Source: an optimization exercise on an open RTL-to-GDS flow (aim: small area). Production flows keep margins and buffers that such runs may drop.
No functional check of the RTL was part of any run shown here.

==> flow/design.v, too long to show whole: its modules and the start of the top module <==
// module top: 1517 lines
// module fa_cell: 4 lines
// module ha_cell: 4 lines
module top (
    input  wire clk,
    input  wire rst_n,
    input  wire start,
    input  wire preload_valid,
    input  wire [5:0] preload_addr,
    input  wire [7:0] preload_data,
    input  wire [63:0] x_vector_flat,
    output wire [127:0] result_flat
);
  // ...
==> flow/flow/run.sh <==
#!/bin/bash
# The standard ORFS layout (the standard.sh, standard synthesis), with:
#  - port buffers made with buf_1 instead of the default delay buffer;
#  - clock tree synthesis with clkbuf_4, larger sink clusters, no dummy loads.
# make's output goes to standard.log; ORFS keeps each step's log under orfs/logs.
set -euo pipefail
bash standard.sh \
  BUFFER_PORTS_ARGS="-buffer_cell sky130_fd_sc_hd__buf_1" \
  CTS_ARGS="-sink_clustering_enable -repair_clock_nets -dont_use_dummy_load -buf_list sky130_fd_sc_hd__clkbuf_4 -sink_buffer_max_cap_derate 1.0" \
  finish > standard.log 2>&1
==> flow/standard.sh <==
#!/bin/bash
# synth_recipe.tcl (not shown) runs the flow's synth.tcl, then flattens the netlist and writes it again
# the make line also repeats each setting of config.mk as NAME=value (left out here)
make -C /OpenROAD-flow-scripts/flow DESIGN_CONFIG=/design/flow/config.mk WORK_HOME=/design/flow/orfs CLKGATE_MAP_FILE= SYNTH_SCRIPT=/design/flow/synth_recipe.tcl "${@:-finish}"
==> flow/config.mk <==
export PLATFORM = sky130hd
export DESIGN_NAME = top
export DESIGN_NICKNAME = top
export VERILOG_FILES = /design/flow/design.v
export SDC_FILE = /design/flow/constraint.sdc
export NUM_CORES = 4
export LEC_CHECK = 0
export CAP_MARGIN = 20
export CORE_MARGIN = 2
export CORE_UTILIZATION = 40
export SLEW_MARGIN = 20
export SYNTH_HIERARCHICAL = 1
export SYNTH_MINIMUM_KEEP_SIZE = 0
==> flow/constraint.sdc <==
create_clock -name core_clock -period 10.0 [get_ports {clk}]
set_input_delay 2.0000 -clock core_clock [delete_from_list [all_inputs] [get_ports {clk}]]
set_output_delay 2.0000 -clock core_clock [all_outputs]
set_load 0.01 [all_outputs]
==> run summary, run 1 <==
Status: finished clean
Most frequent cell after synthesis: edfxtp_1
DRT Pass-1 Iters: 5
Cell Area, Synth: 44400 µm²
Clk_buf instances: 214
First-pass GRT wire length: 167 mm
Most used routing layer: met2
Compound-cell area share of the yosys netlist: 8.61%
DRC viols: 0
Row count: 122
IO Count: 210
Post-synth ARST share: 1.08%
Vias in the first global route: 28.8k
Kind of critical path: flip-flop to flip-flop
Crit path depth: 25
Largest family of logic cells by synthesized area: adder cells
Largest regs: w (512), result_n (128)
Setup violators final: 0
RSZ-0062 raised after global routing: false
Synthesized instance count: 3335
Pre-CTS setup slack: 0.956 ns
Synthesis-to-layout area growth: 10.0%
Met2 Usage GRT: 31.5%
Final #Nets: 4376
Routed length on met3: 6.67 mm
==> inputs of run 2 (changes only) <==
--- a/flow/design.v
+++ b/flow/design.v
@@ -66,88 +66,94 @@
         ({8{oh0[1]}} & w[10]) |
         ({8{oh0[2]}} & w[18]) |
         ({8{oh0[3]}} & w[26]) |
         ({8{oh0[4]}} & w[34]) |
         ({8{oh0[5]}} & w[42]) |
         ({8{oh0[6]}} & w[50]) |
         ({8{oh0[7]}} & w[58]);
     wire [7:0] wt3 =
-        ({8{oh0[0]}} & w[3]) |
-        ({8{oh0[1]}} & w[11]) |
-        ({8{oh0[2]}} & w[19]) |
-        ({8{oh0[3]}} & w[27]) |
-        ({8{oh0[4]}} & w[35]) |
-        ({8{oh0[5]}} & w[43]) |
-        ({8{oh0[6]}} & w[51]) |
-        ({8{oh0[7]}} & w[59]);
+        ({8{oh1[0]}} & w[3]) |
+        ({8{oh1[1]}} & w[11]) |
+        ({8{oh1[2]}} & w[19]) |
+        ({8{oh1[3]}} & w[27]) |
+        ({8{oh1[4]}} & w[35]) |
+        ({8{oh1[5]}} & w[43]) |
+        ({8{oh1[6]}} & w[51]) |
+        ({8{oh1[7]}} & w[59]);
     wire [7:0] wt4 =
         ({8{oh1[0]}} & w[4]) |
         ({8{oh1[1]}} & w[12]) |
         ({8{oh1[2]}} & w[20]) |
         ({8{oh1[3]}} & w[28]) |
         ({8{oh1[4]}} & w[36]) |
         ({8{oh1[5]}} & w[44]) |
         ({8{oh1[6]}} & w[52]) |
         ({8{oh1[7]}} & w[60]);
     wire [7:0] wt5 =
-        ({8{oh1[0]}} & w[5]) |
-        ({8{oh1[1]}} & w[13]) |
-        ({8{oh1[2]}} & w[21]) |
-        ({8{oh1[3]}} & w[29]) |
-        ({8{oh1[4]}} & w[37]) |
-        ({8{oh1[5]}} & w[45]) |
-        ({8{oh1[6]}} & w[53]) |
-        ({8{oh1[7]}} & w[61]);
+        ({8{oh2[0]}} & w[5]) |
+        ({8{oh2[1]}} & w[13]) |
+        ({8{oh2[2]}} & w[21]) |
+        ({8{oh2[3]}} & w[29]) |
+        ({8{oh2[4]}} & w[37]) |
+        ({8{oh2[5]}} & w[45]) |
+        ({8{oh2[6]}} & w[53]) |
+        ({8{oh2[7]}} & w[61]);
     wire [7:0] wt6 =
         ({8{oh2[0]}} & w[6]) |
         ({8{oh2[1]}} & w[14]) |
         ({8{oh2[2]}} & w[22]) |
         ({8{oh2[3]}} & w[30]) |
         ({8{oh2[4]}} & w[38]) |
         ({8{oh2[5]}} & w[46]) |
         ({8{oh2[6]}} & w[54]) |
         ({8{oh2[7]}} & w[62]);
     wire [7:0] wt7 =
-        ({8{oh2[0]}} & w[7]) |
-        ({8{oh2[1]}} & w[15]) |
-        ({8{oh2[2]}} & w[23]) |
-        ({8{oh2[3]}} & w[31]) |
-        ({8{oh2[4]}} & w[39]) |
-        ({8{oh2[5]}} & w[47]) |
-        ({8{oh2[6]}} & w[55]) |
-        ({8{oh2[7]}} & w[63]);
+        ({8{oh3[0]}} & w[7]) |
+        ({8{oh3[1]}} & w[15]) |
+        ({8{oh3[2]}} & w[23]) |
+        ({8{oh3[3]}} & w[31]) |
+        ({8{oh3[4]}} & w[39]) |
+        ({8{oh3[5]}} & w[47]) |
+        ({8{oh3[6]}} & w[55]) |
+        ({8{oh3[7]}} & w[63]);
     wire [7:0] x0_0 = x_vector_flat[7:0];
     wire [7:0] x0 = x0_0;
     wire [7:0] x1_0 = x_vector_flat[15:8];
     wire [7:0] x1 = x1_0;
     wire [7:0] x2_0 = x_vector_flat[23:16];
     wire [7:0] x2 = x2_0;
     wire [7:0] x3_0 = x_vector_flat[31:24];
-    wire [7:0] x3 = x3_0;
+    reg  [7:0] x3_1;
+    always @(posedge clk) x3_1 <= x3_0;
+    wire [7:0] x3 = x3_1;
     wire [7:0] x4_0 = x_vector_flat[39:32];
     reg  [7:0] x4_1;
     always @(posedge clk) x4_1 <= x4_0;
     wire [7:0] x4 = x4_1;
     wire [7:0] x5_0 = x_vector_flat[47:40];
     reg  [7:0] x5_1;
     always @(posedge clk) x5_1 <= x5_0;
-    wire [7:0] x5 = x5_1;
+    reg  [7:0] x5_2;
+    always @(posedge clk) x5_2 <= x5_1;
+    wire [7:0] x5 = x5_2;
     wire [7:0] x6_0 = x_vector_flat[55:48];
     reg  [7:0] x6_1;
     always @(posedge clk) x6_1 <= x6_0;
     reg  [7:0] x6_2;
     always @(posedge clk) x6_2 <= x6_1;
     wire [7:0] x6 = x6_2;
     wire [7:0] x7_0 = x_vector_flat[63:56];
     reg  [7:0] x7_1;
     always @(posedge clk) x7_1 <= x7_0;
     reg  [7:0] x7_2;
     always @(posedge clk) x7_2 <= x7_1;
-    wire [7:0] x7 = x7_2;
+    reg  [7:0] x7_3;
+    always @(posedge clk) x7_3 <= x7_2;
+    wire [7:0] x7 = x7_3;
     wire corr01 = (wt0 == 8'h80) & (x0 == 8'h80) & (wt1 == 8'h80) & (x1 == 8'h80);
     wire t0_s1, t0_c2;
     fa_cell u_t0_s1 (.a(~(wt0[0] & x0[6])), .b(~(wt0[1] & x0[5])), .c(~(wt0[2] & x0[4])), .s(t0_s1), .co(t0_c2));
     wire t0_s3, t0_c4;
     assign t0_s3 = ~(~(wt0[3] & x0[3]) ^ ~(wt0[4] & x0[2]));
     assign t0_c4 = ~(wt0[3] & x0[3]) | ~(wt0[4] & x0[2]);
     wire t0_s5, t0_c6;
     fa_cell u_t0_s5 (.a((wt0[0] & x0[7])), .b(~(wt0[1] & x0[6])), .c(~(wt0[2] & x0[5])), .s(t0_s5), .co(t0_c6));
@@ -611,16 +617,18 @@
     wire bkf_P25 = bkf_p12 & bkf_P16;
     wire bkf_G26 = bkf_g14 | (bkf_p14 & bkf_G19);
     wire bkf_P26 = bkf_p14 & bkf_P19;
     wire bkf_G27 = bkf_g16 | (bkf_p16 & bkf_G15);
     wire bkf_P27 = bkf_p16 & bkf_P15;
     wire [16:0] bkf_sum = {(bkf_p16 ^ bkf_G15), (bkf_p15 ^ bkf_G26), (bkf_p14 ^ bkf_G19), (bkf_p13 ^ bkf_G25), (bkf_p12 ^ bkf_G16), (bkf_p11 ^ bkf_G24), (bkf_p10 ^ bkf_G18), (bkf_p9 ^ bkf_G23), (bkf_p8 ^ bkf_G13), (bkf_p7 ^ bkf_G22), (bkf_p6 ^ bkf_G17), (bkf_p5 ^ bkf_G21), (bkf_p4 ^ bkf_G9), (bkf_p3 ^ bkf_G20), (bkf_p2 ^ bkf_G1), (bkf_p1 ^ bkf_g0c), (bkf_p0 ^ 1'b1)};
     wire [16:0] s_f = ~bkf_sum;
     wire [15:0] a_f = (s_f[16] != s_f[15]) ? (s_f[16] ? 16'h8000 : 16'h7fff) : s_f[15:0];
+    reg  [15:0] acc_r1;
+    always @(posedge clk) acc_r1 <= a_f;
     wire m3_s367, m3_c368;
     assign m3_s367 = ~(~(wt3[0] & x3[6]) ^ ~(wt3[1] & x3[5]));
     assign m3_c368 = ~(wt3[0] & x3[6]) | ~(wt3[1] & x3[5]);
     wire m3_s369, m3_c370;
     fa_cell u_m3_s369 (.a((wt3[0] & x3[7])), .b(~(wt3[1] & x3[6])), .c(~(wt3[2] & x3[5])), .s(m3_s369), .co(m3_c370));
     wire m3_s371, m3_c372;
     assign m3_s371 = ~(~(wt3[3] & x3[4]) ^ ~(wt3[4] & x3[3]));
     assign m3_c372 = ~(wt3[3] & x3[4]) | ~(wt3[4] & x3[3]);
@@ -701,106 +709,46 @@
     wire m3_s443, m3_c444;
     fa_cell u_m3_s443 (.a(m3_s403), .b(m3_c420), .c(m3_s421), .s(m3_s443), .co(m3_c444));
     wire m3_s445, m3_c446;
     fa_cell u_m3_s445 (.a(m3_s405), .b(m3_c422), .c(m3_s423), .s(m3_s445), .co(m3_c446));
     wire m3_s447, m3_c448;
     fa_cell u_m3_s447 (.a(m3_c406), .b(m3_c424), .c(m3_s425), .s(m3_s447), .co(m3_c448));
     wire m3_s449, m3_c450;
     fa_cell u_m3_s449 (.a((wt3[6] & x3[7])), .b((wt3[7] & x3[6])), .c(m3_c426), .s(m3_s449), .co(m3_c450));
-    reg  p3_0_0;
-    always @(posedge clk) p3_0_0 <= ~(wt3[0] & x3[0]);
-    reg  p3_1_0;
-    always @(posedge clk) p3_1_0 <= ~(wt3[0] & x3[1]);
-    reg  p3_1_1;
-    always @(posedge clk) p3_1_1 <= ~(wt3[1] & x3[0]);
-    reg  p3_2_0;
-    always @(posedge clk) p3_2_0 <= ~(wt3[2] & x3[0]);
-    reg  p3_2_1;
-    always @(posedge clk) p3_2_1 <= m3_s427;
-    reg  p3_3_0;
-    always @(posedge clk) p3_3_0 <= m3_c428;
-    reg  p3_3_1;
-    always @(posedge clk) p3_3_1 <= m3_s429;
-    reg  p3_4_0;
-    always @(posedge clk) p3_4_0 <= m3_c430;
-    reg  p3_4_1;
-    always @(posedge clk) p3_4_1 <= m3_s431;
-    reg  p3_5_0;
-    always @(posedge clk) p3_5_0 <= m3_c432;
-    reg  p3_5_1;
-    always @(posedge clk) p3_5_1 <= m3_s433;
-    reg  p3_6_0;
-    always @(posedge clk) p3_6_0 <= m3_c434;
-    reg  p3_6_1;
-    always @(posedge clk) p3_6_1 <= m3_s435;
-    reg  p3_7_0;
-    always @(posedge clk) p3_7_0 <= m3_c436;
-    reg  p3_7_1;
-    always @(posedge clk) p3_7_1 <= m3_s437;
-    reg  p3_8_0;
-    always @(posedge clk) p3_8_0 <= m3_c438;
-    reg  p3_8_1;
-    always @(posedge clk) p3_8_1 <= m3_s439;
-    reg  p3_9_0;
-    always @(posedge clk) p3_9_0 <= m3_c440;
-    reg  p3_9_1;
-    always @(posedge clk) p3_9_1 <= m3_s441;
-    reg  p3_10_0;
-    always @(posedge clk) p3_10_0 <= m3_c442;
-    reg  p3_10_1;
-    always @(posedge clk) p3_10_1 <= m3_s443;
-    reg  p3_11_0;
-    always @(posedge clk) p3_11_0 <= m3_c444;
-    reg  p3_11_1;
-    always @(posedge clk) p3_11_1 <= m3_s445;
-    reg  p3_12_0;
-    always @(posedge clk) p3_12_0 <= m3_c446;
-    reg  p3_12_1;
-    always @(posedge clk) p3_12_1 <= m3_s447;
-    reg  p3_13_0;
-    always @(posedge clk) p3_13_0 <= m3_c448;
-    reg  p3_13_1;
-    always @(posedge clk) p3_13_1 <= m3_s449;
-    reg  p3_14_0;
-    always @(posedge clk) p3_14_0 <= ~(wt3[7] & x3[7]);
-    reg  p3_14_1;
-    always @(posedge clk) p3_14_1 <= m3_c450;
-    reg  [15:0] acc_r1;
-    always @(posedge clk) acc_r1 <= a_f;
     wire a3_s451, a3_c452;
-    assign a3_s451 = ~(p3_1_0 ^ p3_1_1);
-    assign a3_c452 = p3_1_0 | p3_1_1;
+    assign a3_s451 = ~(~(wt3[0] & x3[1]) ^ ~(wt3[1] & x3[0]));
+    assign a3_c452 = ~(wt3[0] & x3[1]) | ~(wt3[1] & x3[0]);
     wire a3_s453, a3_c454;
-    fa_cell u_a3_s453 (.a(p3_2_0), .b(p3_2_1), .c(~(acc_r1[2])), .s(a3_s453), .co(a3_c454));
+    fa_cell u_a3_s453 (.a(~(wt3[2] & x3[0])), .b(m3_s427), .c(~(acc_r1[2])), .s(a3_s453), .co(a3_c454));
     wire a3_s455, a3_c456;
-    fa_cell u_a3_s455 (.a(p3_3_0), .b(p3_3_1), .c(~(acc_r1[3])), .s(a3_s455), .co(a3_c456));
+    fa_cell u_a3_s455 (.a(m3_c428), .b(m3_s429), .c(~(acc_r1[3])), .s(a3_s455), .co(a3_c456));
     wire a3_s457, a3_c458;
-    fa_cell u_a3_s457 (.a(p3_4_0), .b(p3_4_1), .c(~(acc_r1[4])), .s(a3_s457), .co(a3_c458));
+    fa_cell u_a3_s457 (.a(m3_c430), .b(m3_s431), .c(~(acc_r1[4])), .s(a3_s457), .co(a3_c458));
     wire a3_s459, a3_c460;
-    fa_cell u_a3_s459 (.a(p3_5_0), .b(p3_5_1), .c(~(acc_r1[5])), .s(a3_s459), .co(a3_c460));
+    fa_cell u_a3_s459 (.a(m3_c432), .b(m3_s433), .c(~(acc_r1[5])), .s(a3_s459), .co(a3_c460));
     wire a3_s461, a3_c462;
-    fa_cell u_a3_s461 (.a(p3_6_0), .b(p3_6_1), .c(~(acc_r1[6])), .s(a3_s461), .co(a3_c462));
+    fa_cell u_a3_s461 (.a(m3_c434), .b(m3_s435), .c(~(acc_r1[6])), .s(a3_s461), .co(a3_c462));
     wire a3_s463, a3_c464;
-    fa_cell u_a3_s463 (.a(p3_7_0), .b(p3_7_1), .c(~(acc_r1[7])), .s(a3_s463), .co(a3_c464));
+    fa_cell u_a3_s463 (.a(m3_c436), .b(m3_s437), .c(~(acc_r1[7])), .s(a3_s463), .co(a3_c464));
     wire a3_s465, a3_c466;
-    fa_cell u_a3_s465 (.a(p3_8_0), .b(p3_8_1), .c(~(acc_r1[8])), .s(a3_s465), .co(a3_c466));
+    fa_cell u_a3_s465 (.a(m3_c438), .b(m3_s439), .c(~(acc_r1[8])), .s(a3_s465), .co(a3_c466));
     wire a3_s467, a3_c468;
-    fa_cell u_a3_s467 (.a(p3_9_0), .b(p3_9_1), .c(~(acc_r1[9])), .s(a3_s467), .co(a3_c468));
+    fa_cell u_a3_s467 (.a(m3_c440), .b(m3_s441), .c(~(acc_r1[9])), .s(a3_s467), .co(a3_c468));
     wire a3_s469, a3_c470;
-    fa_cell u_a3_s469 (.a(p3_10_0), .b(p3_10_1), .c(~(acc_r1[10])), .s(a3_s469), .co(a3_c470));
+    fa_cell u_a3_s469 (.a(m3_c442), .b(m3_s443), .c(~(acc_r1[10])), .s(a3_s469), .co(a3_c470));
     wire a3_s471, a3_c472;
-    fa_cell u_a3_s471 (.a(p3_11_0), .b(p3_11_1), .c(~(acc_r1[11])), .s(a3_s471), .co(a3_c472));
+    fa_cell u_a3_s471 (.a(m3_c444), .b(m3_s445), .c(~(acc_r1[11])), .s(a3_s471), .co(a3_c472));
     wire a3_s473, a3_c474;
-    fa_cell u_a3_s473 (.a(p3_12_0), .b(p3_12_1), .c(~(acc_r1[12])), .s(a3_s473), .co(a3_c474));
+    fa_cell u_a3_s473 (.a(m3_c446), .b(m3_s447), .c(~(acc_r1[12])), .s(a3_s473), .co(a3_c474));
     wire a3_s475, a3_c476;
-    fa_cell u_a3_s475 (.a(p3_13_0), .b(p3_13_1), .c(~(acc_r1[13])), .s(a3_s475), .co(a3_c476));
+    fa_cell u_a3_s475 (.a(m3_c448), .b(m3_s449), .c(~(acc_r1[13])), .s(a3_s475), .co(a3_c476));
     wire a3_s477, a3_c478;
-    fa_cell u_a3_s477 (.a(p3_14_0), .b(p3_14_1), .c(~(acc_r1[14])), .s(a3_s477), .co(a3_c478));
-    wire [16:0] s3 = ~({1'b0, ~(~acc_r1[15]), a3_c476, a3_c474, a3_c472, a3_c470, a3_c468, a3_c466, a3_c464, a3_c462, a3_c460, a3_c458, a3_c456, a3_c454, a3_c452, ~(acc_r1[1]), p3_0_0} + {1'b1, a3_c478, a3_s477, a3_s475, a3_s473, a3_s471, a3_s469, a3_s467, a3_s465, a3_s463, a3_s461, a3_s459, a3_s457, a3_s455, a3_s453, a3_s451, ~(acc_r1[0])} + 17'd1);
+    fa_cell u_a3_s477 (.a(~(wt3[7] & x3[7])), .b(m3_c450), .c(~(acc_r1[14])), .s(a3_s477), .co(a3_c478));
+    wire [16:0] s3 = ~({1'b0, ~(~acc_r1[15]), a3_c476, a3_c474, a3_c472, a3_c470, a3_c468, a3_c466, a3_c464, a3_c462, a3_c460, a3_c458, a3_c456, a3_c454, a3_c452, ~(acc_r1[1]), ~(wt3[0] & x3[0])} + {1'b1, a3_c478, a3_s477, a3_s475, a3_s473, a3_s471, a3_s469, a3_s467, a3_s465, a3_s463, a3_s461, a3_s459, a3_s457, a3_s455, a3_s453, a3_s451, ~(acc_r1[0])} + 17'd1);
     wire [15:0] a3 = (s3[16] != s3[15]) ? (s3[16] ? 16'h8000 : 16'h7fff) : s3[15:0];
     wire m4_s479, m4_c480;
     assign m4_s479 = ~(~(wt4[0] & x4[6]) ^ ~(wt4[1] & x4[5]));
     assign m4_c480 = ~(wt4[0] & x4[6]) | ~(wt4[1] & x4[5]);
     wire m4_s481, m4_c482;
     fa_cell u_m4_s481 (.a((wt4[0] & x4[7])), .b(~(wt4[1] & x4[6])), .c(~(wt4[2] & x4[5])), .s(m4_s481), .co(m4_c482));
     wire m4_s483, m4_c484;
     assign m4_s483 = ~(~(wt4[3] & x4[4]) ^ ~(wt4[4] & x4[3]));
@@ -913,16 +861,18 @@
     wire a4_s585, a4_c586;
     fa_cell u_a4_s585 (.a(m4_c558), .b(m4_s559), .c(~(a3[12])), .s(a4_s585), .co(a4_c586));
     wire a4_s587, a4_c588;
     fa_cell u_a4_s587 (.a(m4_c560), .b(m4_s561), .c(~(a3[13])), .s(a4_s587), .co(a4_c588));
     wire a4_s589, a4_c590;
     fa_cell u_a4_s589 (.a(~(wt4[7] & x4[7])), .b(m4_c562), .c(~(a3[14])), .s(a4_s589), .co(a4_c590));
     wire [16:0] s4 = ~({1'b0, ~(~a3[15]), a4_c588, a4_c586, a4_c584, a4_c582, a4_c580, a4_c578, a4_c576, a4_c574, a4_c572, a4_c570, a4_c568, a4_c566, a4_c564, ~(a3[1]), ~(wt4[0] & x4[0])} + {1'b1, a4_c590, a4_s589, a4_s587, a4_s585, a4_s583, a4_s581, a4_s579, a4_s577, a4_s575, a4_s573, a4_s571, a4_s569, a4_s567, a4_s565, a4_s563, ~(a3[0])} + 17'd1);
     wire [15:0] a4 = (s4[16] != s4[15]) ? (s4[16] ? 16'h8000 : 16'h7fff) : s4[15:0];
+    reg  [15:0] acc_r2;
+    always @(posedge clk) acc_r2 <= a4;
     wire m5_s591, m5_c592;
     assign m5_s591 = ~(~(wt5[0] & x5[6]) ^ ~(wt5[1] & x5[5]));
     assign m5_c592 = ~(wt5[0] & x5[6]) | ~(wt5[1] & x5[5]);
     wire m5_s593, m5_c594;
     fa_cell u_m5_s593 (.a((wt5[0] & x5[7])), .b(~(wt5[1] & x5[6])), .c(~(wt5[2] & x5[5])), .s(m5_s593), .co(m5_c594));
     wire m5_s595, m5_c596;
     assign m5_s595 = ~(~(wt5[3] & x5[4]) ^ ~(wt5[4] & x5[3]));
     assign m5_c596 = ~(wt5[3] & x5[4]) | ~(wt5[4] & x5[3]);
@@ -1003,106 +953,46 @@
     wire m5_s667, m5_c668;
     fa_cell u_m5_s667 (.a(m5_s627), .b(m5_c644), .c(m5_s645), .s(m5_s667), .co(m5_c668));
     wire m5_s669, m5_c670;
     fa_cell u_m5_s669 (.a(m5_s629), .b(m5_c646), .c(m5_s647), .s(m5_s669), .co(m5_c670));
     wire m5_s671, m5_c672;
     fa_cell u_m5_s671 (.a(m5_c630), .b(m5_c648), .c(m5_s649), .s(m5_s671), .co(m5_c672));
     wire m5_s673, m5_c674;
     fa_cell u_m5_s673 (.a((wt5[6] & x5[7])), .b((wt5[7] & x5[6])), .c(m5_c650), .s(m5_s673), .co(m5_c674));
-    reg  p5_0_0;
-    always @(posedge clk) p5_0_0 <= ~(wt5[0] & x5[0]);
-    reg  p5_1_0;
-    always @(posedge clk) p5_1_0 <= ~(wt5[0] & x5[1]);
-    reg  p5_1_1;
-    always @(posedge clk) p5_1_1 <= ~(wt5[1] & x5[0]);
-    reg  p5_2_0;
-    always @(posedge clk) p5_2_0 <= ~(wt5[2] & x5[0]);
-    reg  p5_2_1;
-    always @(posedge clk) p5_2_1 <= m5_s651;
-    reg  p5_3_0;
-    always @(posedge clk) p5_3_0 <= m5_c652;
-    reg  p5_3_1;
-    always @(posedge clk) p5_3_1 <= m5_s653;
-    reg  p5_4_0;
-    always @(posedge clk) p5_4_0 <= m5_c654;
-    reg  p5_4_1;
-    always @(posedge clk) p5_4_1 <= m5_s655;
-    reg  p5_5_0;
-    always @(posedge clk) p5_5_0 <= m5_c656;
-    reg  p5_5_1;
-    always @(posedge clk) p5_5_1 <= m5_s657;
-    reg  p5_6_0;
-    always @(posedge clk) p5_6_0 <= m5_c658;
-    reg  p5_6_1;
-    always @(posedge clk) p5_6_1 <= m5_s659;
-    reg  p5_7_0;
-    always @(posedge clk) p5_7_0 <= m5_c660;
-    reg  p5_7_1;
-    always @(posedge clk) p5_7_1 <= m5_s661;
-    reg  p5_8_0;
-    always @(posedge clk) p5_8_0 <= m5_c662;
-    reg  p5_8_1;
-    always @(posedge clk) p5_8_1 <= m5_s663;
-    reg  p5_9_0;
-    always @(posedge clk) p5_9_0 <= m5_c664;
-    reg  p5_9_1;
-    always @(posedge clk) p5_9_1 <= m5_s665;
-    reg  p5_10_0;
-    always @(posedge clk) p5_10_0 <= m5_c666;
-    reg  p5_10_1;
-    always @(posedge clk) p5_10_1 <= m5_s667;
-    reg  p5_11_0;
-    always @(posedge clk) p5_11_0 <= m5_c668;
-    reg  p5_11_1;
-    always @(posedge clk) p5_11_1 <= m5_s669;
-    reg  p5_12_0;
-    always @(posedge clk) p5_12_0 <= m5_c670;
-    reg  p5_12_1;
-    always @(posedge clk) p5_12_1 <= m5_s671;
-    reg  p5_13_0;
-    always @(posedge clk) p5_13_0 <= m5_c672;
-    reg  p5_13_1;
-    always @(posedge clk) p5_13_1 <= m5_s673;
-    reg  p5_14_0;
-    always @(posedge clk) p5_14_0 <= ~(wt5[7] & x5[7]);
-    reg  p5_14_1;
-    always @(posedge clk) p5_14_1 <= m5_c674;
-    reg  [15:0] acc_r2;
-    always @(posedge clk) acc_r2 <= a4;
     wire a5_s675, a5_c676;
-    assign a5_s675 = ~(p5_1_0 ^ p5_1_1);
-    assign a5_c676 = p5_1_0 | p5_1_1;
+    assign a5_s675 = ~(~(wt5[0] & x5[1]) ^ ~(wt5[1] & x5[0]));
+    assign a5_c676 = ~(wt5[0] & x5[1]) | ~(wt5[1] & x5[0]);
     wire a5_s677, a5_c678;
-    fa_cell u_a5_s677 (.a(p5_2_0), .b(p5_2_1), .c(~(acc_r2[2])), .s(a5_s677), .co(a5_c678));
+    fa_cell u_a5_s677 (.a(~(wt5[2] & x5[0])), .b(m5_s651), .c(~(acc_r2[2])), .s(a5_s677), .co(a5_c678));
     wire a5_s679, a5_c680;
-    fa_cell u_a5_s679 (.a(p5_3_0), .b(p5_3_1), .c(~(acc_r2[3])), .s(a5_s679), .co(a5_c680));
+    fa_cell u_a5_s679 (.a(m5_c652), .b(m5_s653), .c(~(acc_r2[3])), .s(a5_s679), .co(a5_c680));
     wire a5_s681, a5_c682;
-    fa_cell u_a5_s681 (.a(p5_4_0), .b(p5_4_1), .c(~(acc_r2[4])), .s(a5_s681), .co(a5_c682));
+    fa_cell u_a5_s681 (.a(m5_c654), .b(m5_s655), .c(~(acc_r2[4])), .s(a5_s681), .co(a5_c682));
     wire a5_s683, a5_c684;
-    fa_cell u_a5_s683 (.a(p5_5_0), .b(p5_5_1), .c(~(acc_r2[5])), .s(a5_s683), .co(a5_c684));
+    fa_cell u_a5_s683 (.a(m5_c656), .b(m5_s657), .c(~(acc_r2[5])), .s(a5_s683), .co(a5_c684));
     wire a5_s685, a5_c686;
-    fa_cell u_a5_s685 (.a(p5_6_0), .b(p5_6_1), .c(~(acc_r2[6])), .s(a5_s685), .co(a5_c686));
+    fa_cell u_a5_s685 (.a(m5_c658), .b(m5_s659), .c(~(acc_r2[6])), .s(a5_s685), .co(a5_c686));
     wire a5_s687, a5_c688;
-    fa_cell u_a5_s687 (.a(p5_7_0), .b(p5_7_1), .c(~(acc_r2[7])), .s(a5_s687), .co(a5_c688));
+    fa_cell u_a5_s687 (.a(m5_c660), .b(m5_s661), .c(~(acc_r2[7])), .s(a5_s687), .co(a5_c688));
     wire a5_s689, a5_c690;
-    fa_cell u_a5_s689 (.a(p5_8_0), .b(p5_8_1), .c(~(acc_r2[8])), .s(a5_s689), .co(a5_c690));
+    fa_cell u_a5_s689 (.a(m5_c662), .b(m5_s663), .c(~(acc_r2[8])), .s(a5_s689), .co(a5_c690));
     wire a5_s691, a5_c692;
-    fa_cell u_a5_s691 (.a(p5_9_0), .b(p5_9_1), .c(~(acc_r2[9])), .s(a5_s691), .co(a5_c692));
+    fa_cell u_a5_s691 (.a(m5_c664), .b(m5_s665), .c(~(acc_r2[9])), .s(a5_s691), .co(a5_c692));
     wire a5_s693, a5_c694;
-    fa_cell u_a5_s693 (.a(p5_10_0), .b(p5_10_1), .c(~(acc_r2[10])), .s(a5_s693), .co(a5_c694));
+    fa_cell u_a5_s693 (.a(m5_c666), .b(m5_s667), .c(~(acc_r2[10])), .s(a5_s693), .co(a5_c694));
     wire a5_s695, a5_c696;
-    fa_cell u_a5_s695 (.a(p5_11_0), .b(p5_11_1), .c(~(acc_r2[11])), .s(a5_s695), .co(a5_c696));
+    fa_cell u_a5_s695 (.a(m5_c668), .b(m5_s669), .c(~(acc_r2[11])), .s(a5_s695), .co(a5_c696));
     wire a5_s697, a5_c698;
-    fa_cell u_a5_s697 (.a(p5_12_0), .b(p5_12_1), .c(~(acc_r2[12])), .s(a5_s697), .co(a5_c698));
+    fa_cell u_a5_s697 (.a(m5_c670), .b(m5_s671), .c(~(acc_r2[12])), .s(a5_s697), .co(a5_c698));
     wire a5_s699, a5_c700;
-    fa_cell u_a5_s699 (.a(p5_13_0), .b(p5_13_1), .c(~(acc_r2[13])), .s(a5_s699), .co(a5_c700));
+    fa_cell u_a5_s699 (.a(m5_c672), .b(m5_s673), .c(~(acc_r2[13])), .s(a5_s699), .co(a5_c700));
     wire a5_s701, a5_c702;
-    fa_cell u_a5_s701 (.a(p5_14_0), .b(p5_14_1), .c(~(acc_r2[14])), .s(a5_s701), .co(a5_c702));
-    wire [16:0] s5 = ~({1'b0, ~(~acc_r2[15]), a5_c700, a5_c698, a5_c696, a5_c694, a5_c692, a5_c690, a5_c688, a5_c686, a5_c684, a5_c682, a5_c680, a5_c678, a5_c676, ~(acc_r2[1]), p5_0_0} + {1'b1, a5_c702, a5_s701, a5_s699, a5_s697, a5_s695, a5_s693, a5_s691, a5_s689, a5_s687, a5_s685, a5_s683, a5_s681, a5_s679, a5_s677, a5_s675, ~(acc_r2[0])} + 17'd1);
+    fa_cell u_a5_s701 (.a(~(wt5[7] & x5[7])), .b(m5_c674), .c(~(acc_r2[14])), .s(a5_s701), .co(a5_c702));
+    wire [16:0] s5 = ~({1'b0, ~(~acc_r2[15]), a5_c700, a5_c698, a5_c696, a5_c694, a5_c692, a5_c690, a5_c688, a5_c686, a5_c684, a5_c682, a5_c680, a5_c678, a5_c676, ~(acc_r2[1]), ~(wt5[0] & x5[0])} + {1'b1, a5_c702, a5_s701, a5_s699, a5_s697, a5_s695, a5_s693, a5_s691, a5_s689, a5_s687, a5_s685, a5_s683, a5_s681, a5_s679, a5_s677, a5_s675, ~(acc_r2[0])} + 17'd1);
     wire [15:0] a5 = (s5[16] != s5[15]) ? (s5[16] ? 16'h8000 : 16'h7fff) : s5[15:0];
     wire m6_s703, m6_c704;
     assign m6_s703 = ~(~(wt6[0] & x6[6]) ^ ~(wt6[1] & x6[5]));
     assign m6_c704 = ~(wt6[0] & x6[6]) | ~(wt6[1] & x6[5]);
     wire m6_s705, m6_c706;
     fa_cell u_m6_s705 (.a((wt6[0] & x6[7])), .b(~(wt6[1] & x6[6])), .c(~(wt6[2] & x6[5])), .s(m6_s705), .co(m6_c706));
     wire m6_s707, m6_c708;
     assign m6_s707 = ~(~(wt6[3] & x6[4]) ^ ~(wt6[4] & x6[3]));
@@ -1215,16 +1105,18 @@
     wire a6_s809, a6_c810;
     fa_cell u_a6_s809 (.a(m6_c782), .b(m6_s783), .c(~(a5[12])), .s(a6_s809), .co(a6_c810));
     wire a6_s811, a6_c812;
     fa_cell u_a6_s811 (.a(m6_c784), .b(m6_s785), .c(~(a5[13])), .s(a6_s811), .co(a6_c812));
     wire a6_s813, a6_c814;
     fa_cell u_a6_s813 (.a(~(wt6[7] & x6[7])), .b(m6_c786), .c(~(a5[14])), .s(a6_s813), .co(a6_c814));
     wire [16:0] s6 = ~({1'b0, ~(~a5[15]), a6_c812, a6_c810, a6_c808, a6_c806, a6_c804, a6_c802, a6_c800, a6_c798, a6_c796, a6_c794, a6_c792, a6_c790, a6_c788, ~(a5[1]), ~(wt6[0] & x6[0])} + {1'b1, a6_c814, a6_s813, a6_s811, a6_s809, a6_s807, a6_s805, a6_s803, a6_s801, a6_s799, a6_s797, a6_s795, a6_s793, a6_s791, a6_s789, a6_s787, ~(a5[0])} + 17'd1);
     wire [15:0] a6 = (s6[16] != s6[15]) ? (s6[16] ? 16'h8000 : 16'h7fff) : s6[15:0];
+    reg  [15:0] acc_r3;
+    always @(posedge clk) acc_r3 <= a6;
     wire m7_s815, m7_c816;
     assign m7_s815 = ~(~(wt7[0] & x7[6]) ^ ~(wt7[1] & x7[5]));
     assign m7_c816 = ~(wt7[0] & x7[6]) | ~(wt7[1] & x7[5]);
     wire m7_s817, m7_c818;
     fa_cell u_m7_s817 (.a((wt7[0] & x7[7])), .b(~(wt7[1] & x7[6])), .c(~(wt7[2] & x7[5])), .s(m7_s817), .co(m7_c818));
     wire m7_s819, m7_c820;
     assign m7_s819 = ~(~(wt7[3] & x7[4]) ^ ~(wt7[4] & x7[3]));
     assign m7_c820 = ~(wt7[3] & x7[4]) | ~(wt7[4] & x7[3]);
@@ -1305,107 +1197,47 @@
     wire m7_s891, m7_c892;
     fa_cell u_m7_s891 (.a(m7_s851), .b(m7_c868), .c(m7_s869), .s(m7_s891), .co(m7_c892));
     wire m7_s893, m7_c894;
     fa_cell u_m7_s893 (.a(m7_s853), .b(m7_c870), .c(m7_s871), .s(m7_s893), .co(m7_c894));
     wire m7_s895, m7_c896;
     fa_cell u_m7_s895 (.a(m7_c854), .b(m7_c872), .c(m7_s873), .s(m7_s895), .co(m7_c896));
     wire m7_s897, m7_c898;
     fa_cell u_m7_s897 (.a((wt7[6] & x7[7])), .b((wt7[7] & x7[6])), .c(m7_c874), .s(m7_s897), .co(m7_c898));
-    reg  p7_0_0;
-    always @(posedge clk) p7_0_0 <= ~(wt7[0] & x7[0]);
-    reg  p7_1_0;
-    always @(posedge clk) p7_1_0 <= ~(wt7[0] & x7[1]);
-    reg  p7_1_1;
-    always @(posedge clk) p7_1_1 <= ~(wt7[1] & x7[0]);
-    reg  p7_2_0;
-    always @(posedge clk) p7_2_0 <= ~(wt7[2] & x7[0]);
-    reg  p7_2_1;
-    always @(posedge clk) p7_2_1 <= m7_s875;
-    reg  p7_3_0;
-    always @(posedge clk) p7_3_0 <= m7_c876;
-    reg  p7_3_1;
-    always @(posedge clk) p7_3_1 <= m7_s877;
-    reg  p7_4_0;
-    always @(posedge clk) p7_4_0 <= m7_c878;
-    reg  p7_4_1;
-    always @(posedge clk) p7_4_1 <= m7_s879;
-    reg  p7_5_0;
-    always @(posedge clk) p7_5_0 <= m7_c880;
-    reg  p7_5_1;
-    always @(posedge clk) p7_5_1 <= m7_s881;
-    reg  p7_6_0;
-    always @(posedge clk) p7_6_0 <= m7_c882;
-    reg  p7_6_1;
-    always @(posedge clk) p7_6_1 <= m7_s883;
-    reg  p7_7_0;
-    always @(posedge clk) p7_7_0 <= m7_c884;
-    reg  p7_7_1;
-    always @(posedge clk) p7_7_1 <= m7_s885;
-    reg  p7_8_0;
-    always @(posedge clk) p7_8_0 <= m7_c886;
-    reg  p7_8_1;
-    always @(posedge clk) p7_8_1 <= m7_s887;
-    reg  p7_9_0;
-    always @(posedge clk) p7_9_0 <= m7_c888;
-    reg  p7_9_1;
-    always @(posedge clk) p7_9_1 <= m7_s889;
-    reg  p7_10_0;
-    always @(posedge clk) p7_10_0 <= m7_c890;
-    reg  p7_10_1;
-    always @(posedge clk) p7_10_1 <= m7_s891;
-    reg  p7_11_0;
-    always @(posedge clk) p7_11_0 <= m7_c892;
-    reg  p7_11_1;
-    always @(posedge clk) p7_11_1 <= m7_s893;
-    reg  p7_12_0;
-    always @(posedge clk) p7_12_0 <= m7_c894;
-    reg  p7_12_1;
-    always @(posedge clk) p7_12_1 <= m7_s895;
-    reg  p7_13_0;
-    always @(posedge clk) p7_13_0 <= m7_c896;
-    reg  p7_13_1;
-    always @(posedge clk) p7_13_1 <= m7_s897;
-    reg  p7_14_0;
-    always @(posedge clk) p7_14_0 <= ~(wt7[7] & x7[7]);
-    reg  p7_14_1;
-    always @(posedge clk) p7_14_1 <= m7_c898;
-    reg  [15:0] acc_r3;
-    always @(posedge clk) acc_r3 <= a6;
     wire a7_s899, a7_c900;
-    assign a7_s899 = ~(p7_1_0 ^ p7_1_1);
-    assign a7_c900 = p7_1_0 | p7_1_1;
+    assign a7_s899 = ~(~(wt7[0] & x7[1]) ^ ~(wt7[1] & x7[0]));
+    assign a7_c900 = ~(wt7[0] & x7[1]) | ~(wt7[1] & x7[0]);
     wire a7_s901, a7_c902;
-    fa_cell u_a7_s901 (.a(p7_2_0), .b(p7_2_1), .c(~(acc_r3[2])), .s(a7_s901), .co(a7_c902));
+    fa_cell u_a7_s901 (.a(~(wt7[2] & x7[0])), .b(m7_s875), .c(~(acc_r3[2])), .s(a7_s901), .co(a7_c902));
     wire a7_s903, a7_c904;
-    fa_cell u_a7_s903 (.a(p7_3_0), .b(p7_3_1), .c(~(acc_r3[3])), .s(a7_s903), .co(a7_c904));
+    fa_cell u_a7_s903 (.a(m7_c876), .b(m7_s877), .c(~(acc_r3[3])), .s(a7_s903), .co(a7_c904));
     wire a7_s905, a7_c906;
-    fa_cell u_a7_s905 (.a(p7_4_0), .b(p7_4_1), .c(~(acc_r3[4])), .s(a7_s905), .co(a7_c906));
+    fa_cell u_a7_s905 (.a(m7_c878), .b(m7_s879), .c(~(acc_r3[4])), .s(a7_s905), .co(a7_c906));
     wire a7_s907, a7_c908;
-    fa_cell u_a7_s907 (.a(p7_5_0), .b(p7_5_1), .c(~(acc_r3[5])), .s(a7_s907), .co(a7_c908));
+    fa_cell u_a7_s907 (.a(m7_c880), .b(m7_s881), .c(~(acc_r3[5])), .s(a7_s907), .co(a7_c908));
     wire a7_s909, a7_c910;
-    fa_cell u_a7_s909 (.a(p7_6_0), .b(p7_6_1), .c(~(acc_r3[6])), .s(a7_s909), .co(a7_c910));
+    fa_cell u_a7_s909 (.a(m7_c882), .b(m7_s883), .c(~(acc_r3[6])), .s(a7_s909), .co(a7_c910));
     wire a7_s911, a7_c912;
-    fa_cell u_a7_s911 (.a(p7_7_0), .b(p7_7_1), .c(~(acc_r3[7])), .s(a7_s911), .co(a7_c912));
+    fa_cell u_a7_s911 (.a(m7_c884), .b(m7_s885), .c(~(acc_r3[7])), .s(a7_s911), .co(a7_c912));
     wire a7_s913, a7_c914;
-    fa_cell u_a7_s913 (.a(p7_8_0), .b(p7_8_1), .c(~(acc_r3[8])), .s(a7_s913), .co(a7_c914));
+    fa_cell u_a7_s913 (.a(m7_c886), .b(m7_s887), .c(~(acc_r3[8])), .s(a7_s913), .co(a7_c914));
     wire a7_s915, a7_c916;
-    fa_cell u_a7_s915 (.a(p7_9_0), .b(p7_9_1), .c(~(acc_r3[9])), .s(a7_s915), .co(a7_c916));
+    fa_cell u_a7_s915 (.a(m7_c888), .b(m7_s889), .c(~(acc_r3[9])), .s(a7_s915), .co(a7_c916));
     wire a7_s917, a7_c918;
-    fa_cell u_a7_s917 (.a(p7_10_0), .b(p7_10_1), .c(~(acc_r3[10])), .s(a7_s917), .co(a7_c918));
+    fa_cell u_a7_s917 (.a(m7_c890), .b(m7_s891), .c(~(acc_r3[10])), .s(a7_s917), .co(a7_c918));
     wire a7_s919, a7_c920;
-    fa_cell u_a7_s919 (.a(p7_11_0), .b(p7_11_1), .c(~(acc_r3[11])), .s(a7_s919), .co(a7_c920));
+    fa_cell u_a7_s919 (.a(m7_c892), .b(m7_s893), .c(~(acc_r3[11])), .s(a7_s919), .co(a7_c920));
     wire a7_s921, a7_c922;
-    fa_cell u_a7_s921 (.a(p7_12_0), .b(p7_12_1), .c(~(acc_r3[12])), .s(a7_s921), .co(a7_c922));
+    fa_cell u_a7_s921 (.a(m7_c894), .b(m7_s895), .c(~(acc_r3[12])), .s(a7_s921), .co(a7_c922));
     wire a7_s923, a7_c924;
-    fa_cell u_a7_s923 (.a(p7_13_0), .b(p7_13_1), .c(~(acc_r3[13])), .s(a7_s923), .co(a7_c924));
+    fa_cell u_a7_s923 (.a(m7_c896), .b(m7_s897), .c(~(acc_r3[13])), .s(a7_s923), .co(a7_c924));
     wire a7_s925, a7_c926;
-    fa_cell u_a7_s925 (.a(p7_14_0), .b(p7_14_1), .c(~(acc_r3[14])), .s(a7_s925), .co(a7_c926));
-    wire bk7_p0 = p7_0_0 ^ ~(acc_r3[0]);
-    wire bk7_g0 = p7_0_0 & ~(acc_r3[0]);
+    fa_cell u_a7_s925 (.a(~(wt7[7] & x7[7])), .b(m7_c898), .c(~(acc_r3[14])), .s(a7_s925), .co(a7_c926));
+    wire bk7_p0 = ~(wt7[0] & x7[0]) ^ ~(acc_r3[0]);
+    wire bk7_g0 = ~(wt7[0] & x7[0]) & ~(acc_r3[0]);
     wire bk7_p1 = ~(acc_r3[1]) ^ a7_s899;
     wire bk7_g1 = ~(acc_r3[1]) & a7_s899;
     wire bk7_p2 = a7_c900 ^ a7_s901;
     wire bk7_g2 = a7_c900 & a7_s901;
     wire bk7_p3 = a7_c902 ^ a7_s903;
     wire bk7_g3 = a7_c902 & a7_s903;
     wire bk7_p4 = a7_c904 ^ a7_s905;
     wire bk7_g4 = a7_c904 & a7_s905;
==> run 2 against run 1 <==
Net effect:
- utilization rose by 0.45 points
- via count rose by 2.0%
- cell count down 1.3%
- setup slack worse by 0.27 ns
- synthesized cell count rose by 0.33%
- synthesized area fell by 2.0%
==> run summary, run 2 <==
Status: finished clean (unchanged)
Post-synth EDFFs: 640 (unchanged)
Worst slew pin tran: 1.09 ns (was 1.12 ns)
Vias in the first global route: 29.4k (was 28.8k)
Flops & latches, synth: 769 (was 832)
Cell Area, Synth: 43500 µm² (was 44400 µm²)
Post-synth ARST share: 1.17% (was 1.08%)
Slowest stage cell on the critical path: dfrtp_4 (was o221ai_1)
Via density: 5.42 (was 5.24)
Worst Reg-to-Reg Cells: 31 (was 25)
Setup crit start kind: flip-flop (unchanged)
Die height: 334 µm (was 337 µm)
Pre-CTS setup slack: 0.274 ns (was 0.956 ns)
Largest net degree at the start of global routing: 130 (was 82)
DR vias: 27.8k (was 27.3k)
H-tree depth: 4 (unchanged)
IO Count: 210 (unchanged)
Delay-heaviest family, CP: adder cells (unchanged)
Kind of critical path: flip-flop to flip-flop (unchanged)
Hold Crit Class: flip-flop to flip-flop (unchanged)
Most common cell after layout, fill and taps aside: edfxtp_1 (unchanged)
Synth top cells by count: 640 x edfxtp_1, 423 x fa_1, 358 x nand2_1, 199 x nor2_1, 184 x inv_1 (was 640 x edfxtp_1, 423 x fa_1, 363 x nand2_1, 183 x dfxtp_1, 178 x inv_1)
Final Hold Vio Count: 0 (unchanged)
Setup violators final: 0 (unchanged)
Crit path to: acc_r3[0] (was acc_r1[9])
Synth Flop Type: edfxtp_1 (unchanged)
Yosys top cell area share: 44.2% (was 43.3%)
First-pass GRT wire length: 175 mm (was 167 mm)
Sequential-to-total area share from yosys stat: 50.2% (was 52.1%)
CP max FO: 25 (was 35)
Synth cell types: 71 (was 66)
Max reg flops: 512 (unchanged)
Most frequent cell after synthesis: edfxtp_1 (unchanged)
# fillers: 9862 (was 10.2k)
Largest regs: w (512), result_n (128) (unchanged)
Fin crit period: 9.41 ns (was 9.14 ns)
Final #Nets: 4401 (was 4376)
Reg2reg end: acc_r3[0] (was acc_r1[9])
Crit path depth: 31 (was 25)
Detailed placer's ending HPWL: 81.1 mm (was 75.9 mm)
Layout Skew: 0.110 ns (was 0.157 ns)
Reg2reg setup slack: 0.59 ns (was 0.86 ns)
Overflow after GRT: 0 (unchanged)
Synth area leader: edfxtp_1 (unchanged)
Final Cycle Share: 94.1% (was 91.4%)
Layout Cell Area excl Fill: 48000 µm² (was 48800 µm²)
Synthesized instance count: 3346 (was 3335)
Final GP Congestion: 0.876 (was 0.844)
DRT Pass-1 Iters: 8 (was 5)
Clock slew at reported path FFs: 0.06 ns (about the same)
DIE AREA: 111000 µm² (was 114000 µm²)
I/O Buffers: 209 (unchanged)
Gr usage total: 20.6% (was 19.3%)
Starting Density: 40.5% (was 40.2%)
CP bufs+invs: 3 (was 1)
Skew-Pair Late Insertion Delay: 1.05 ns (was 1.10 ns)
Clk buf depth: 3 (unchanged)
Clock Sinks: 769 (was 832)
Clock root cell: clkbuf_4 (unchanged)
Largest cells by area after synthesis: edfxtp_1 44%, fa_1 19%, dfxtp_1 5.5% (was edfxtp_1 43%, fa_1 19%, dfxtp_1 8.3%)
Crit path launch: rsel[2] (was rsel[1])
Routed length per instance: 22.1 µm (was 20.8 µm)
Net Count, Synth: 4011 (was 3998)
Worst Setup End Kind: flip-flop (unchanged)
Most frequent cells in the layout: 640 x edfxtp_1, 423 x fa_1, 357 x nand2_1 (was 640 x edfxtp_1, 423 x fa_1, 363 x nand2_1)
Initial drt markers: 2282 (was 2191)
Row count: 120 (was 122)
Worst path required time: 10.93 ns (was 10.79 ns)
Post-layout util: 44.7% (was 44.2%)
DRC viols: 0 (unchanged)
Critical Path Most Common Cell: fa_1 (unchanged)
Pins Over Slew Limit: 0 (unchanged)
DP Area: 46500 µm² (was 47200 µm²)
Post-route setup slack: 0.593 ns (was 0.859 ns)
Core area: 108000 µm² (was 110000 µm²)
Synthesis-to-layout area growth: 10.4% (was 10.0%)
Routed Antenna Nets: 0 (unchanged)
Max Cap Viol: 0 (unchanged)
Initial antenna violation count: 5 (unchanged)
Layout cells sized above 1: 11.5% (was 11.0%)
Syn Area/Cell: 13.0 µm² (was 13.3 µm²)
Routed WL: 114 mm (was 108 mm)
Post-CTS Hold Fix Bufs: 0 (unchanged)
Die width: 334 µm (was 337 µm)
Slew Limit Headroom: 26.8% (was 24.6%)
CP max stage delay: 0.66 ns (was 0.81 ns)
Crit path DAT: 10.33 ns (was 9.93 ns)
CTS tree: built (unchanged)
Max Clock Freq: 0.106 GHz (was 0.109 GHz)
R2R Path Start: rsel[2] (was rsel[1])
Largest Register: w (unchanged)
Placed Cells: 4938 (was 4985)
Warnings from Yosys: 9 (unchanged)
Inserted Clock Buffers: 195 (was 214)
Layout Cells excl Fill: 5139 (was 5206)
[run 2: through the flow]
stage                     hold WS, ns  setup TNS (ns)
after floorplan                 0.310               0
after global placement          0.312               0
after detailed placement        0.312               0
after CTS                       0.318               0
after global routing            0.323         -0.0122
final                           0.313               0
[run 2: worst min path at each step]
stage            start  endpoint  slack (ns)  depth (start not counted)
2_1_floorplan  x5_1[0]   x5_2[0]        0.31                          0
3_3_place_gp   x7_2[3]   x7_3[3]        0.31                          0
3_5_place_dp   x5_1[1]   x5_2[1]        0.31                          0
4_1_cts        x7_1[6]   x7_2[6]        0.32                          0
5_1_grt        x5_1[6]   x5_2[6]        0.32                          0
6_report       x5_1[6]   x5_2[6]        0.31                          0
[run 2: cells by family (layout without fill, tap and decap cells)]
logic type                 after synthesis  count (layout)  share of synthesized area, %
AOI/OAI and AO/OA                      560             560                          8.78
xor gates and xnor gates                66              66                          1.33
adders and majority gates              626             626                          25.1
buffers and inverters                  320             708                          2.80
DFF                                    769             769                          50.2
muxes                                   64              64                          1.65
other                                    0               2                             0
and+or+nand+nor                        941             941                          10.2
[run 2: cell type report]
class | count | area (µm²) | area share (%)
antenna | 2 | 5.00 | 0.0104
clock buffer | 195 | 1460 | 3.05
inverter | 184 | 691 | 1.44
multi-input combinational | 2257 | 20600 | 42.8
sequential | 769 | 21900 | 45.5
tap | 1403 | 1760 | 3.65
timing repair buffer | 329 | 1710 | 3.56
[run 2: layer usage]
metal	wire length (µm)	GRT usage [%]	share of wire (%)
met5	27	0	0.024
met4	3200	6.79	2.8
met3	7200	4.10	6.3
met2	56200	34.7	49
met1	47100	26.6	41
[run 2: per-module statistics from Yosys, one instance, submodules excluded]
module   cell area [µm²]  flops+latches
top                35400            769
fa_cell             20.0              0
[run 2: timing repair]
action                                  CTS  global route
setup buffers                             0             3
endpoints found under the setup margin    0            27
resized for setup                         0            11

what the ideal ports hide:
No port has a modelled driver above. Below, the same layouts with a new extraction and two added sets of constraints. Step 1 (the two cells are an assumption about what drives the block):
set clk [get_ports {clk}]
set_driving_cell -lib_cell sky130_fd_sc_hd__clkbuf_16 $clk
set_driving_cell -lib_cell sky130_fd_sc_hd__buf_2 [delete_from_list [all_inputs] $clk]
Step 2 moves the port delays by t, midway between the first and last clock arrival at a register: inputs arrive t later, outputs are due t later. That takes back most of the time a late clock gives input paths. Slacks: ideal ports / drivers / drivers and shift; pairs: ideal ports / drivers.
| run | shift t [ns] | slack for setup (ns) | latest minus earliest clock arrival (ns) | cell pins on the clock port's net |
|---|---|---|---|---|
| run 1 | 1.078 | 0.859 / 0.859 / 0.835 | 0.164 / 0.163 | 1 |
| run 2 | 1.067 | 0.593 / 0.593 / 0.593 | 0.137 / 0.137 | 1 |
After both steps every run listed still meets setup and hold. The setup slack of run 1, which loses most, moves by 0.000 ns with the drivers and by -0.024 ns with both steps.
